From an optimization exercise on the open Yosys and OpenROAD flow, aimed at small area and a short achievable clock period; shortcuts taken in it are not production practice. No run shown here included a check of the RTL's function; only the layout flow was run. No activity file was given, so power comes from the tool's default toggle rates.

==> flow/design.v, too long to show whole: its modules and the start of the top module <==
// module testAdd: 6 lines
// module Add: 6 lines
// module testSub: 6 lines
// module Sub: 6 lines
// module testComp: 8 lines
// module Comp: 24 lines
// module testMux2x1: 7 lines
// module Mux2x1: 12 lines
// module testReg: 7 lines
// module Reg: 11 lines
// module testSHL: 6 lines
// module SHL: 6 lines
// module testSHR: 6 lines
// module SHR: 6 lines
// module CircuitTest: 1230 lines
// module g_aoi21: 3 lines
// module g_inv: 3 lines
// module g_ltsel: 3 lines
// module g_nand2: 3 lines
// module g_nand2b: 3 lines
// module g_nor2: 3 lines
// module g_oai21: 3 lines
// module g_xor2: 3 lines
module CircuitTest (a,b,c,z,x,clk,rst);
  // ...
==> flow/flow/run.sh <==
#!/bin/bash
# Own layout flow: the standard ORFS flow (standard.sh) with these changes:
#  - synthesis script flow/mixsynth.tcl: synth_recipe.tcl with ABC run per module,
#    the small gate modules (g_*) with ORFS's speed script and the top module with
#    ORFS's area script (ABC_AREA 1); hierarchy is flattened at the end as before;
#  - no Yosys full/half-adder extraction (ADDER_MAP_FILE empty);
#  - ABC sizes for a 2 fF load (ABC_LOAD_IN_FF), so gate modules get small cells;
#  - the port buffers that buffer_ports puts on every input and output are
#    sky130_fd_sc_hd__buf_1 instead of the default delay buffer.
# Make's full output goes to flow_make.log here; each ORFS step keeps its own log
# under orfs/logs/.
set -uo pipefail
here=$(pwd)
bash standard.sh ADDER_MAP_FILE= ABC_LOAD_IN_FF=2 \
  "SYNTH_SCRIPT=$here/flow/mixsynth.tcl" \
  "BUFFER_PORTS_ARGS=-buffer_cell sky130_fd_sc_hd__buf_1" \
  finish > flow_make.log 2>&1
==> flow/flow/mixsynth.tcl <==
# The standard flow's synthesis script (synth_recipe.tcl) with one change: ABC maps the small
# gate modules (g_*) with ORFS's speed script, which keeps XOR and MUX cells,
# and the rest of the design with ORFS's area script.
proc synth {args} { yosys synth -nofsm -noshare {*}$args }
proc abc {args} {
  set i [lsearch -exact $args -script]
  set speed [lreplace $args $i [expr {$i + 1}] -script $::env(SCRIPTS_DIR)/abc_speed.script]
  set area [lreplace $args $i [expr {$i + 1}] -script $::env(SCRIPTS_DIR)/abc_area.script]
  foreach m [split [string trim [yosys tee -q -s result.string select -list-mod =g_*]] "\n"] {
    if {$m ne ""} { yosys abc {*}$speed =$m }
  }
  yosys abc {*}$area =$::env(DESIGN_NAME)
}
source $::env(SCRIPTS_DIR)/synth.tcl
# left out here: clear keep_hierarchy, flatten, clean up, hide names made inside functions, write 1_2_yosys.v
==> flow/standard.sh <==
#!/bin/bash
# synth_recipe.tcl (not shown) runs the flow's synth.tcl, then flattens the netlist and writes it again
# the make line also repeats each setting of config.mk as NAME=value (left out here)
make -C /OpenROAD-flow-scripts/flow DESIGN_CONFIG=/design/flow/config.mk WORK_HOME=/design/flow/orfs CLKGATE_MAP_FILE= SYNTH_SCRIPT=/design/flow/synth_recipe.tcl "${@:-finish}"
==> flow/config.mk <==
export PLATFORM = sky130hd
export DESIGN_NAME = CircuitTest
export DESIGN_NICKNAME = CircuitTest
export VERILOG_FILES = /design/flow/design.v
export SDC_FILE = /design/flow/constraint.sdc
export NUM_CORES = 4
export LEC_CHECK = 0
export ABC_AREA = 1
export CAP_MARGIN = 20
export CORE_MARGIN = 2
export CORE_UTILIZATION = 40
export CTS_BUF_LIST = sky130_fd_sc_hd__clkbuf_8
export SETUP_SLACK_MARGIN = 4
export SLEW_MARGIN = 20
export SYNTH_HIERARCHICAL = 1
export TNS_END_PERCENT = 0
==> flow/constraint.sdc <==
create_clock -name core_clock -period 7.5 [get_ports {clk}]
set_input_delay 1.5000 -clock core_clock [delete_from_list [all_inputs] [get_ports {clk}]]
set_output_delay 1.5000 -clock core_clock [all_outputs]
set_load 0.01 [all_outputs]
==> results.ini, run 1 <==
[outcome]
status = timing/DRC/antenna clean

[die]
die_area_mm2 = 0.0306
core_mm2 = 0.0287
well_tap_count = 384

[cells_and_area]
post-route-util = 0.477
antennaDiodeCount = 2
final_cell_mix = 577 x nand2_1, 320 x nor2_1, 243 x buf_1

[setup_path]
cp-start-kind = primary input
crit_top_cell = nor2_1
crit_family = simple AND/OR/NAND/NOR gates
worstSetupEndpoint = x[15]$_DFFE_PN_
critPathMaxStageDelay_ps = 290

[synth]
synth_flop_cell = edfxtp_1
synth_area_leaders = edfxtp_1 34%, nand2_1 19%, nor2_1 10%
synthXorXnorAreaFrac = 0.114

[sta]
finalCritPeriodShare = 0.457
setup_viol_count_final = 0
rsz0062_at_grt = true
slew_headroom = 0.434
maxSlewViolCount = 0

[routing]
vias_per_cell = 4.87
met3_length_um = 2130

[power_and_ir_drop]
seq_power_w = 0.00108
power_w = 0.00295

[global_routing]
grt_usage = 0.221

[run]
drv_cap = 0

[worst_hold_path]
min-delay-start = ar[0]$_DFFE_PN_

[clock_network]
root_buffer = clkbuf_8

==> run 2, diff against run 1 <==
--- a/flow/config.mk
+++ b/flow/config.mk
@@ -10,7 +10,7 @@
 export CORE_MARGIN = 2
 export CORE_UTILIZATION = 40
 export CTS_BUF_LIST = sky130_fd_sc_hd__clkbuf_8
-export SETUP_SLACK_MARGIN = 4
+export SETUP_SLACK_MARGIN = 4.2
 export SLEW_MARGIN = 20
 export SYNTH_HIERARCHICAL = 1
 export TNS_END_PERCENT = 0
==> results.ini, run 2 <==
[worst_hold_path]
worstHoldPathType = reg2reg
holdPathStages = 2

[die]
die_y_um = 175
initial_core_util = 0.407
io_pins = 258
die_area_mm2 = 0.0306  ; unchanged
core_mm2 = 0.0287  ; unchanged
die_w_um = 175
rows = 62

[outcome]
status = timing/DRC/antenna clean

[routing]
wirelength_met1_um = 15800
postRouteAntennaNets = 0
vias = 11900
first_iter_violations = 705
firstDrtPassIters = 5
wire_per_inst_um = 14.4
remaining_drc_errors = 0
drt-total-wl_um = 35100
highest_layer = met4
met3_length_um = 2080  ; -2.4%
vias_per_cell = 4.88  ; +0.20%
route.met2.wl_um = 16500

[cells_and_area]
top_regs = ar x33, yr x33
final_common_cell = nand2_1
nNetsFinal = 2232
final_cell_area_mm2 = 0.0141
area_delta_synth_final_pct = 20.9
num-fill-cells = 2999
seqCellArea_mm2 = 0.00393
final_cell_mix = 573 x nand2_1, 307 x nor2_1, 165 x buf_1
post-route-util = 0.492  ; +0.0152
multi_input_area_mm2 = 0.00740
drive_above_1_share = 0.118

[global_routing]
grt_usage = 0.224  ; +0.00345
grt-ovfl-total = 0
grt_pass1_wl_um = 54100
antenna_found_initial = 2
grt_max_degree = 67
grt_pass1_vias = 10800

[sta]
maxSlewViolCount = 0  ; unchanged
rsz0062_at_grt = true
finalCritPeriodShare = 0.430  ; -0.0269
tightest_slew_ps = 843
slew_headroom = 0.438  ; +0.00442
hold_viol_final = 0
finalSetupTns_ps = 0
fmax_ghz = 0.310
clock_skew_ps = 12.5
finalWorstSetupSlack_ps = 4280
setup_viol_count_final = 0  ; unchanged
finalCriticalPeriod_ps = 3220

[setup_path]
required_ps = 7700
cp-end-kind = register
worstPathMaxFanout = 12
arrival_ps = 3420
setup.worst_path.class = in2reg
cp-start-kind = primary input
r2r_cells = 19

[synth]
yosys-top-cells-count = 577 x nand2_1, 323 x nor2_1, 131 x edfxtp_1, 130 x o21ai_1, 113 x xor2_1
ys_ff_latch = 131
netlist.area_leader.share = 0.337
synth_top_cell_by_area = edfxtp_1
synth_most_common_cell = nand2_1
synth_nets = 1960
yosys_warnings = 7
synth_flop_cell = edfxtp_1
syn_inst = 1766
synth_cell_type_count = 39
avgSynthCellArea_um2 = 6.61
synth_edf_count = 131
ys_seq_area_frac = 0.337
synth_area_mm2 = 0.0117
async_reset_ff_frac = 0
synth_area_leaders = edfxtp_1 34%, nand2_1 19%, nor2_1 10%

[power_and_ir_drop]
powerDensity_mw_per_mm2 = 213
leakage_nw = 6.29
peakVddDrop_mv = 0.117

[clock_network]
root_buffer = clkbuf_8
h-tree-depth = 4
worstSkewPairLatency_ps = 460
numCtsBuffers = 17
cts_hold_buffers = 0
cts_tree = done
path_clk_slew_ps = 80
cts_buffer_depth = 2
cts_sinks = 131

[placement]
gp_congestion = 0.900
place_ws_ps = 2640
io_buffers = 257
dp_hpwl_um = 27300
post_dp_cell_area_mm2 = 0.0130

[run]
drv_cap = 0  ; unchanged

-- run 2: cell counts after synthesis --
Identical to the previous run, type by type.
-- run 2: per-stage QoR --
step,hold slack [ps],total power (W),instances
after floorplan,603,0.00191,1766
after global placement,734,0.00225,2388
after detailed placement,730,0.00228,2388
after CTS,749,0.00298,2428
after global routing,802,0.00323,2437
final,753,0.00301,2437
-- run 2: where the power goes --
group	internal, W	switching, W	total, W
Sequential	0.00101	0.0000709	0.00108
Clock	0.000358	0.000284	0.000642
Combinational	0.000472	0.000815	0.00129
-- run 2: logic make-up (layout without fill, tap and decap cells) --
group	Yosys count	after routing	share of synthesized area
AND/OR/NAND/NOR	1045	1045	0.364
multiplexers	1	1	0.000857
buffers and inverters	137	422	0.0490
AO/OA/AOI/OAI	304	304	0.135
flip-flops	131	131	0.337
XOR/XNOR	148	148	0.114
other	0	2	0
-- run 2: critical path: stages --
cell	delay (ps)
buf_1	220
nor2_1	90
nor2_1	130
a21oi_1	90
o21ai_1	200
a21oi_1	90
o21ai_1	190
a21oi_2	80
nor2_1	100
o21a_2	150
buf_12	140
clkinv_16	70
clkbuf_16	170
nand3_1	80
o21ai_0	90
-- run 2: final cells by class --
cell class | count | area share
Multi-Input combinational cell | 1498 | 0.525
Sequential cell | 131 | 0.279
Timing Repair Buffer | 276 | 0.0987
Tap cell | 384 | 0.0340
Inverter | 112 | 0.0322
Clock buffer | 17 | 0.0166
Clock inverter | 15 | 0.0135
Timing Repair inverter | 2 | 0.00133
Antenna cell | 2 | 0.000355
-- run 2: timing repair --
item                                    4_1_cts  5_1_grt
cloned                                        4        3
pin swaps                                     8       31
endpoints found under the setup margin       83       83
gates resized for setup                      57      121
buffers inserted                              4        4
-- run 2: final timing paths --
check                                startpoint            endpoint  slack, ps
worst max-delay path                       a[3]     x[22]$_DFFE_PN_       4280
worst min-delay path            ar[0]$_DFFE_PN_  x[0]$_SDFFCE_PP0N_        750
worst max register to register     er$_DFFE_PN_     x[29]$_DFFE_PN_       4550
worst min register to register  ar[0]$_DFFE_PN_  x[0]$_SDFFCE_PP0N_        750
-- run 2: Yosys stat by module (local to each module, per instance) --
| module | times used | cells |
|---|---|---|
| CircuitTest | 1 | 1014 |
| g_ltsel | 1 | 3 |
| g_xor2 | 64 | 1 |
| g_nand2b | 64 | 1 |
| g_aoi21 | 63 | 1 |
| g_oai21 | 126 | 1 |
| g_inv | 1 | 1 |
| g_nand2 | 185 | 1 |
| g_nor2 | 246 | 1 |
-- run 2: routing by layer --
metal / GRT usage / vias up
met1: 0.291 / 5250
li1: - / 6245
met3: 0.0379 / 41
met2: 0.381 / 361
met4: 0.0733 / 0
met5: 0 / -
==> run 3, diff against run 2 <==
--- a/flow/config.mk
+++ b/flow/config.mk
@@ -10,7 +10,7 @@
 export CORE_MARGIN = 2
 export CORE_UTILIZATION = 40
 export CTS_BUF_LIST = sky130_fd_sc_hd__clkbuf_8
-export SETUP_SLACK_MARGIN = 4.2
+export SETUP_SLACK_MARGIN = 4.5
 export SLEW_MARGIN = 20
 export SYNTH_HIERARCHICAL = 1
 export TNS_END_PERCENT = 0
==> results.ini, run 3 <==
[setup_path]
cp-startpoint = c[7]
regToRegEndpoint = x[29]$_DFFE_PN_
path_cells = buf_2 -> xor2_2 -> nor2_2 -> a21oi_1 -> o21ai_2 -> a21oi_2 -> o21ai_2 -> a21oi_2 -> nor2_1 -> o21a_2 -> buf_8 -> clkbuf_16 -> nand2_1 -> nand2_1
r2r_setup_slack_ps = 4690  ; +140 ps
cp-start-kind = primary input
r2r_cells = 20  ; +1
arrival_ps = 3400  ; -20 ps
setup.worst_path.class = in2reg
rr_startpoint = er$_DFFE_PN_
cp-end-kind = register
critPathMaxStageDelay_ps = 230  ; about the same
required_ps = 7710  ; about the same
crit_family = compound AO/OA/AOI/OAI gates
worstSetupEndpoint = yr[2]$_DFFE_PN_
crit_buf_inv = 3  ; -1
critical_path_depth = 14  ; -1
worstPathMaxFanout = 8  ; -4
critPathSlowestCell = o21a_2

[clock_network]
path_clk_slew_ps = 80  ; about the same
h-tree-depth = 4  ; unchanged
root_buffer = clkbuf_8
cts_tree = done
cts_buffer_depth = 2  ; unchanged
cts_hold_buffers = 0  ; unchanged
cts_sinks = 131  ; unchanged
worstSkewPairLatency_ps = 460  ; about the same
numCtsBuffers = 17  ; unchanged

[sta]
maxSlewViolCount = 0  ; unchanged
clock_skew_ps = 13.8  ; +1.33 ps
hold_viol_final = 0  ; unchanged
fmax_ghz = 0.314  ; +1.3%
finalCriticalPeriod_ps = 3180  ; -40.1 ps
slew_headroom = 0.427  ; -0.0112
setup_viol_count_final = 0  ; unchanged
timing.hold.ws_ps = 760  ; +6.67 ps
finalCritPeriodShare = 0.425  ; -0.00534
finalSetupTns_ps = 0  ; unchanged
tightest_slew_ps = 860  ; +16.8 ps
rsz0062_at_grt = true

[cells_and_area]
area_delta_synth_final_pct = 23.5
final_common_cell = nand2_1
fin_cells = 2440  ; +0.12%
num-fill-cells = 2979  ; -0.67%
drive_above_1_share = 0.150  ; +0.0319
nNetsFinal = 2236  ; +0.18%
final_cell_mix = 569 x nand2_1, 293 x nor2_1, 133 x buf_1
post-route-util = 0.502  ; +0.0106
final_cell_area_mm2 = 0.0144  ; +2.2%
top_regs = ar x33, yr x33

[synth]
avgSynthCellArea_um2 = 6.61  ; unchanged
synth_flop_cell = edfxtp_1
ys_ff_latch = 131  ; unchanged
synth_area_mm2 = 0.0117  ; unchanged
yosys_warnings = 7  ; unchanged
syn_inst = 1766  ; unchanged
synth_edf_count = 131  ; unchanged
yosys-top-cells-count = 577 x nand2_1, 323 x nor2_1, 131 x edfxtp_1, 130 x o21ai_1, 113 x xor2_1
netlist.area_leader.share = 0.337  ; unchanged
synth_nets = 1960  ; unchanged
synth_cell_type_count = 39  ; unchanged
synth_top_cell_by_area = edfxtp_1
async_reset_ff_frac = 0  ; unchanged
ys_seq_area_frac = 0.337  ; unchanged
synth_area_leaders = edfxtp_1 34%, nand2_1 19%, nor2_1 10%
synth_most_common_cell = nand2_1

[placement]
post_dp_cell_area_mm2 = 0.0130  ; unchanged
place_inst = 2388  ; unchanged
dp_hpwl_um = 27300  ; unchanged
gp_congestion = 0.900  ; unchanged
io_buffers = 257  ; unchanged

[run]
drv_cap = 0  ; unchanged

[die]
io_pins = 258  ; unchanged
rows = 62  ; unchanged
initial_core_util = 0.407  ; unchanged
core_mm2 = 0.0287  ; unchanged
die_w_um = 175  ; unchanged
die_y_um = 175  ; unchanged
die_area_mm2 = 0.0306  ; unchanged

[routing]
remaining_drc_errors = 0  ; unchanged
first_iter_violations = 678  ; -3.8%
vias = 12000  ; +1.3%
wire_per_inst_um = 14.9  ; +3.9%
firstDrtPassIters = 5  ; unchanged
postRouteAntennaNets = 0  ; unchanged
drt-total-wl_um = 36500  ; +4.0%
vias_per_cell = 4.94  ; +1.2%

[power_and_ir_drop]
powerDensity_mw_per_mm2 = 212  ; -0.38%
leakage_nw = 6.47  ; +2.9%
peakVddDrop_mv = 0.121  ; +3.9%

[outcome]
status = timing/DRC/antenna clean

[global_routing]
grt_pass1_vias = 10900  ; +0.22%
grt_usage = 0.226  ; +0.00197
antenna_found_initial = 1  ; -1
grt-ovfl-total = 0  ; unchanged
grt_max_degree = 67  ; unchanged
grt_pass1_wl_um = 54500  ; +0.84%

[worst_hold_path]
worstHoldPathType = reg2reg

-- run 3: cell counts after synthesis --
Identical to the previous run, type by type.
-- run 3: worst min-delay path by stage --
stage                     cells past startpoint             from  slack [ps]                  to
after floorplan                               2  ar[0]$_DFFE_PN_         600  x[0]$_SDFFCE_PP0N_
after global placement                        2  ar[0]$_DFFE_PN_         730  x[0]$_SDFFCE_PP0N_
after detailed placement                      2  ar[0]$_DFFE_PN_         730  x[0]$_SDFFCE_PP0N_
after CTS                                     2  ar[0]$_DFFE_PN_         750  x[0]$_SDFFCE_PP0N_
after global routing                          2  ar[0]$_DFFE_PN_         810  x[0]$_SDFFCE_PP0N_
final                                         2  ar[0]$_DFFE_PN_         760  x[0]$_SDFFCE_PP0N_
-- run 3: where the power goes --
group / leakage, nW / switching [W] / internal, W / total, W
sequential: 1.28 / 0.0000709 / 0.00101 / 0.00108
clock: 0.204 / 0.000285 / 0.000358 / 0.000643
combinational: 4.99 / 0.000840 / 0.000499 / 0.00134
-- run 3: what timing repair did --
action                     CTS  global route
gates resized for setup     83           192
gates cloned                 6             5
pin swaps                   17            52
setup endpoints to repair   86            97
buffers inserted             6             2
-- run 3: kinds of logic (layout without fill, tap and decap cells) --
| family | after synthesis | in the layout | synth area share |
|---|---|---|---|
| flops | 131 | 131 | 0.337 |
| mux | 1 | 1 | 0.000857 |
| other cells | 0 | 1 | 0 |
| xor+xnor | 148 | 148 | 0.114 |
| compound gates | 304 | 304 | 0.135 |
| buf+inv | 137 | 426 | 0.0490 |
| simple gates | 1045 | 1045 | 0.364 |
-- run 3: metal layers --
| metal | global-route usage | share of wire |
|---|---|---|
| met3 | 0.0376 | 0.065 |
| met1 | 0.293 | 0.44 |
| met4 | 0.0715 | 0.025 |
| met2 | 0.386 | 0.47 |
| met5 | 0 | 0 |
-- run 3: metrics by stage --
step / power (W) / worst slack (ps)
final: 0.00306 / 4320
after global placement: 0.00225 / 2620
after floorplan: 0.00191 / 3720
after global routing: 0.00328 / 4240
after detailed placement: 0.00228 / 2640
after CTS: 0.00300 / 4270
-- run 3: Yosys stat by module, one instance, submodules excluded --
| module | cells | copies in the design | flops+latches |
|---|---|---|---|
| g_nand2 | 1 | 185 | 0 |
| g_ltsel | 3 | 1 | 0 |
| g_nor2 | 1 | 246 | 0 |
| CircuitTest | 1014 | 1 | 131 |
| g_aoi21 | 1 | 63 | 0 |
| g_nand2b | 1 | 64 | 0 |
| g_oai21 | 1 | 126 | 0 |
| g_inv | 1 | 1 | 0 |
| g_xor2 | 1 | 64 | 0 |
-- run 3: layout make-up --
type / count / area [um^2] / share of cell area
well taps: 384 / 480 / 0.0333
flip-flops and latches: 131 / 3930 / 0.273
repair buffers: 280 / 1580 / 0.110
clock inverters: 15 / 190 / 0.0132
multi-input cells: 1498 / 7520 / 0.522
repair inverters: 2 / 16.3 / 0.00113
diodes: 1 / 2.50 / 0.000174
inverters: 112 / 459 / 0.0319
clock buffers: 17 / 234 / 0.0162
-- run 3: tightest hold or removal path, stage by stage (launching register included) --
cell	delay, ps
edfxtp_1	370
xnor2_1	160
nor2_1	120
==> run 4, diff against run 3 <==
--- a/flow/config.mk
+++ b/flow/config.mk
@@ -10,7 +10,7 @@
 export CORE_MARGIN = 2
 export CORE_UTILIZATION = 40
 export CTS_BUF_LIST = sky130_fd_sc_hd__clkbuf_8
-export SETUP_SLACK_MARGIN = 4.5
+export SETUP_SLACK_MARGIN = 4.35
 export SLEW_MARGIN = 20
 export SYNTH_HIERARCHICAL = 1
 export TNS_END_PERCENT = 0
==> results.ini, run 4 <==
[power_and_ir_drop]
combPwrFrac = 0.438  ; about the same
switchingPower_w = 0.00120  ; unchanged
sequentialPowerShare = 0.352  ; about the same
p_clk_frac = 0.210  ; about the same
peakVddDrop_mv = 0.121  ; unchanged
p_sw_frac = 0.391  ; unchanged
powerDensity_mw_per_mm2 = 212  ; unchanged
leakage_nw = 6.47  ; unchanged
power_w = 0.00306  ; unchanged
intPower_w = 0.00186  ; unchanged

[synth]
async_reset_ff_frac = 0  ; unchanged
ys_seq_area_frac = 0.337  ; unchanged
avgSynthCellArea_um2 = 6.61  ; unchanged
yosys_warnings = 7  ; unchanged
synth_cell_type_count = 39  ; unchanged
synth_flop_cell = edfxtp_1
ys_ff_latch = 131  ; unchanged
synth_nets = 1960  ; unchanged
synth_top_cell_by_area = edfxtp_1
synth_area_mm2 = 0.0117  ; unchanged
syn_inst = 1766  ; unchanged
synth_area_leaders = edfxtp_1 34%, nand2_1 19%, nor2_1 10%
synth_most_common_cell = nand2_1
netlist.area_leader.share = 0.337  ; unchanged
synth_edf_count = 131  ; unchanged
yosys-top-cells-count = 577 x nand2_1, 323 x nor2_1, 131 x edfxtp_1, 130 x o21ai_1, 113 x xor2_1

[setup_path]
cp-start-kind = primary input
crit_buf_inv = 3  ; unchanged
setup.worst_path.class = in2reg
path_cells = buf_2 -> xor2_2 -> nor2_2 -> a21oi_1 -> o21ai_2 -> a21oi_2 -> o21ai_2 -> a21oi_2 -> nor2_1 -> o21a_2 -> buf_8 -> clkbuf_16 -> nand2_1 -> nand2_1
r2r_setup_slack_ps = 4690  ; about the same
crit_family = compound AO/OA/AOI/OAI gates
arrival_ps = 3400  ; about the same
critPathSlowestCell = o21a_2
cp-end-kind = register
r2r_cells = 20  ; unchanged
regToRegEndpoint = x[29]$_DFFE_PN_
critPathMaxStageDelay_ps = 230  ; about the same
worstPathMaxFanout = 8  ; unchanged
required_ps = 7710  ; about the same
rr_startpoint = er$_DFFE_PN_

[sta]
clock_skew_ps = 13.8  ; unchanged
finalCriticalPeriod_ps = 3180  ; unchanged
finalCritPeriodShare = 0.425  ; unchanged
rsz0062_at_grt = true
finalSetupTns_ps = 0  ; unchanged
hold_viol_final = 0  ; unchanged
slew_headroom = 0.427  ; unchanged
maxSlewViolCount = 0  ; unchanged
setup_viol_count_final = 0  ; unchanged
tightest_slew_ps = 860  ; unchanged
fmax_ghz = 0.314  ; unchanged

[routing]
first_iter_violations = 678  ; unchanged
vias_per_cell = 4.94  ; unchanged
remaining_drc_errors = 0  ; unchanged
wire_per_inst_um = 14.9  ; unchanged
postRouteAntennaNets = 0  ; unchanged
firstDrtPassIters = 5  ; unchanged
drt-total-wl_um = 36500  ; unchanged
vias = 12000  ; unchanged

[clock_network]
cts_sinks = 131  ; unchanged
cts_hold_buffers = 0  ; unchanged
numCtsBuffers = 17  ; unchanged
worstSkewPairLatency_ps = 460  ; about the same
h-tree-depth = 4  ; unchanged
path_clk_slew_ps = 80  ; about the same
root_buffer = clkbuf_8
cts_buffer_depth = 2  ; unchanged
cts_tree = done

[global_routing]
grt_pass1_vias = 10900  ; unchanged
antenna_found_initial = 1  ; unchanged
use_met2 = 0.386  ; unchanged
busiest_layer = met2
met3_usage = 0.0376  ; unchanged
grt_max_degree = 67  ; unchanged
use_met1 = 0.293  ; unchanged
grt_pass1_wl_um = 54500  ; unchanged
grt_usage = 0.226  ; unchanged
grt-ovfl-total = 0  ; unchanged

[run]
drv_cap = 0  ; unchanged

[die]
io_pins = 258  ; unchanged
die_y_um = 175  ; unchanged
core_mm2 = 0.0287  ; unchanged
die_area_mm2 = 0.0306  ; unchanged
initial_core_util = 0.407  ; unchanged
die_w_um = 175  ; unchanged
rows = 62  ; unchanged

[cells_and_area]
num-fill-cells = 2979  ; unchanged
final_cell_mix = 569 x nand2_1, 293 x nor2_1, 133 x buf_1
drive_above_1_share = 0.150  ; unchanged
nNetsFinal = 2236  ; unchanged
top_regs = ar x33, yr x33
area_delta_synth_final_pct = 23.5  ; unchanged
final_common_cell = nand2_1

[worst_hold_path]
holdPathStages = 2  ; unchanged
min-delay-start = ar[0]$_DFFE_PN_
worstHoldPathType = reg2reg
whs_endpoint = x[0]$_SDFFCE_PP0N_

[placement]
dp_hpwl_um = 27300  ; unchanged
io_buffers = 257  ; unchanged
gp_congestion = 0.900  ; unchanged

[outcome]
status = timing/DRC/antenna clean

==> run 4: metal layers <==
layer	part of all wire	vias up
met4	0.025	0
li1	-	6245
met3	0.065	54
met5	0	-
met1	0.44	5322
met2	0.47	428
==> run 4: through the flow <==
step                      cells  utilization  setup WS [ps]  hold slack (ps)  area, um^2
final                      2440        0.502           4320              760       14400
after global routing       2440        0.502           4240              808       14400
after CTS                  2432        0.481           4270              749       13800
after detailed placement   2388        0.454           2640              730       13000
after global placement     2388        0.454           2620              734       13000
after floorplan            1766            -           3720              603       11700
==> run 4: per-module statistics from Yosys, one instance, submodules excluded <==
module	flip-flops and latches	copies in the design
g_ltsel	0	1
g_oai21	0	126
g_nand2	0	185
CircuitTest	131	1
g_nand2b	0	64
g_nor2	0	246
g_xor2	0	64
g_inv	0	1
g_aoi21	0	63
==> run 4: worst reg2reg max path: stages (launching register included) <==
cell      delay [ps]
edfxtp_1         410
buf_12           220
inv_4            190
nand2_1           80
nand3_1          100
nand3_1          100
nand2_1          130
nand2_1           80
nand2_2          100
nand2_1           80
nand2_2          120
nand2_1           80
nand2_2          100
nand2_1           80
nand2_2          120
nand2_2           60
nand2_2          100
nand2_1           60
nand2_1           70
xor2_1           170
o21ai_0          110
==> run 4: cells by family (layout without fill, tap and decap cells) <==
family | Yosys count | count (layout) | synth area share
simple gates | 1045 | 1045 | 0.364
compound gates | 304 | 304 | 0.135
xor+xnor | 148 | 148 | 0.114
buf+inv | 137 | 426 | 0.0490
flops | 131 | 131 | 0.337
mux | 1 | 1 | 0.000857
other cells | 0 | 1 | 0
==> run 4: worst max path at each step <==
| stage | startpoint | end | slack (ps) | cells after the start |
|---|---|---|---|---|
| CTS | b[53] | x[15]$_DFFE_PN_ | 4270 | 15 |
| finish | c[7] | yr[2]$_DFFE_PN_ | 4320 | 14 |
| global placement | c[29] | x[15]$_DFFE_PN_ | 2620 | 15 |
| global route | c[59] | x[16]$_DFFE_PN_ | 4240 | 14 |
| detailed placement | c[29] | x[15]$_DFFE_PN_ | 2640 | 15 |
| floorplan | rst | ar[0]$_DFFE_PN_ | 3720 | 1 |
==> run 4: cell type report <==
class | count | area, um^2 | area share
flip-flops and latches | 131 | 3930 | 0.273
clock buffers | 17 | 234 | 0.0162
well taps | 384 | 480 | 0.0333
multi-input cells | 1498 | 7520 | 0.522
inverters | 112 | 459 | 0.0319
diodes | 1 | 2.50 | 0.000174
repair buffers | 280 | 1580 | 0.110
clock inverters | 15 | 190 | 0.0132
repair inverters | 2 | 16.3 | 0.00113
==> run 4: power groups by stage <==
stage | logic [W] | registers [W] | clock network, W
3_5_place_dp | 0.00118 | 0.00110 | 0
3_3_place_gp | 0.00116 | 0.00110 | 0
4_1_cts | 0.00126 | 0.00108 | 0.000656
6_report | 0.00134 | 0.00108 | 0.000643
5_1_grt | 0.00151 | 0.00110 | 0.000680
2_1_floorplan | 0.000780 | 0.00113 | 0
==> run 4: what timing repair did <==
action / in CTS / in global routing
buffers inserted: 6 / 2
resized for setup: 83 / 192
endpoints found under the setup margin: 83 / 84
pin swaps: 17 / 52
cloned: 6 / 5

port drivers added, routing unchanged:
Ports are ideal in the flow. The routed layouts listed here were re-timed in OpenROAD.
Step 1: set_driving_cell puts a clkbuf_16 on clk and a buf_2 on each other input, an assumption about the parent block.
Step 2 adds t to the input delays and takes it off the output delays; t is the mean of the earliest and latest rising clock arrival at the registers after step 1. Input paths then give back, and output paths get back, about the clock's delay inside the block.
a / b / c = ideal ports / drivers / drivers and shift; a / b = the first two.
run	t (ns)	setup WS [ns]	clock arrival spread, ns	worst data-port slew with drivers (ns)
run 1	0.495	4.074 / 4.055 / 3.560	0.012 / 0.013	0.09
run 2	0.493	4.276 / 4.294 / 3.801	0.012 / 0.013	0.09
run 3	0.496	4.316 / 4.321 / 3.825	0.014 / 0.014	0.09
run 4	0.496	4.316 / 4.321 / 3.825	0.014 / 0.014	0.09
After both steps setup and hold are still met in every run listed. For run 1, which loses most, drivers alone change the setup slack by -0.019 ns; drivers and shift together by -0.514 ns.
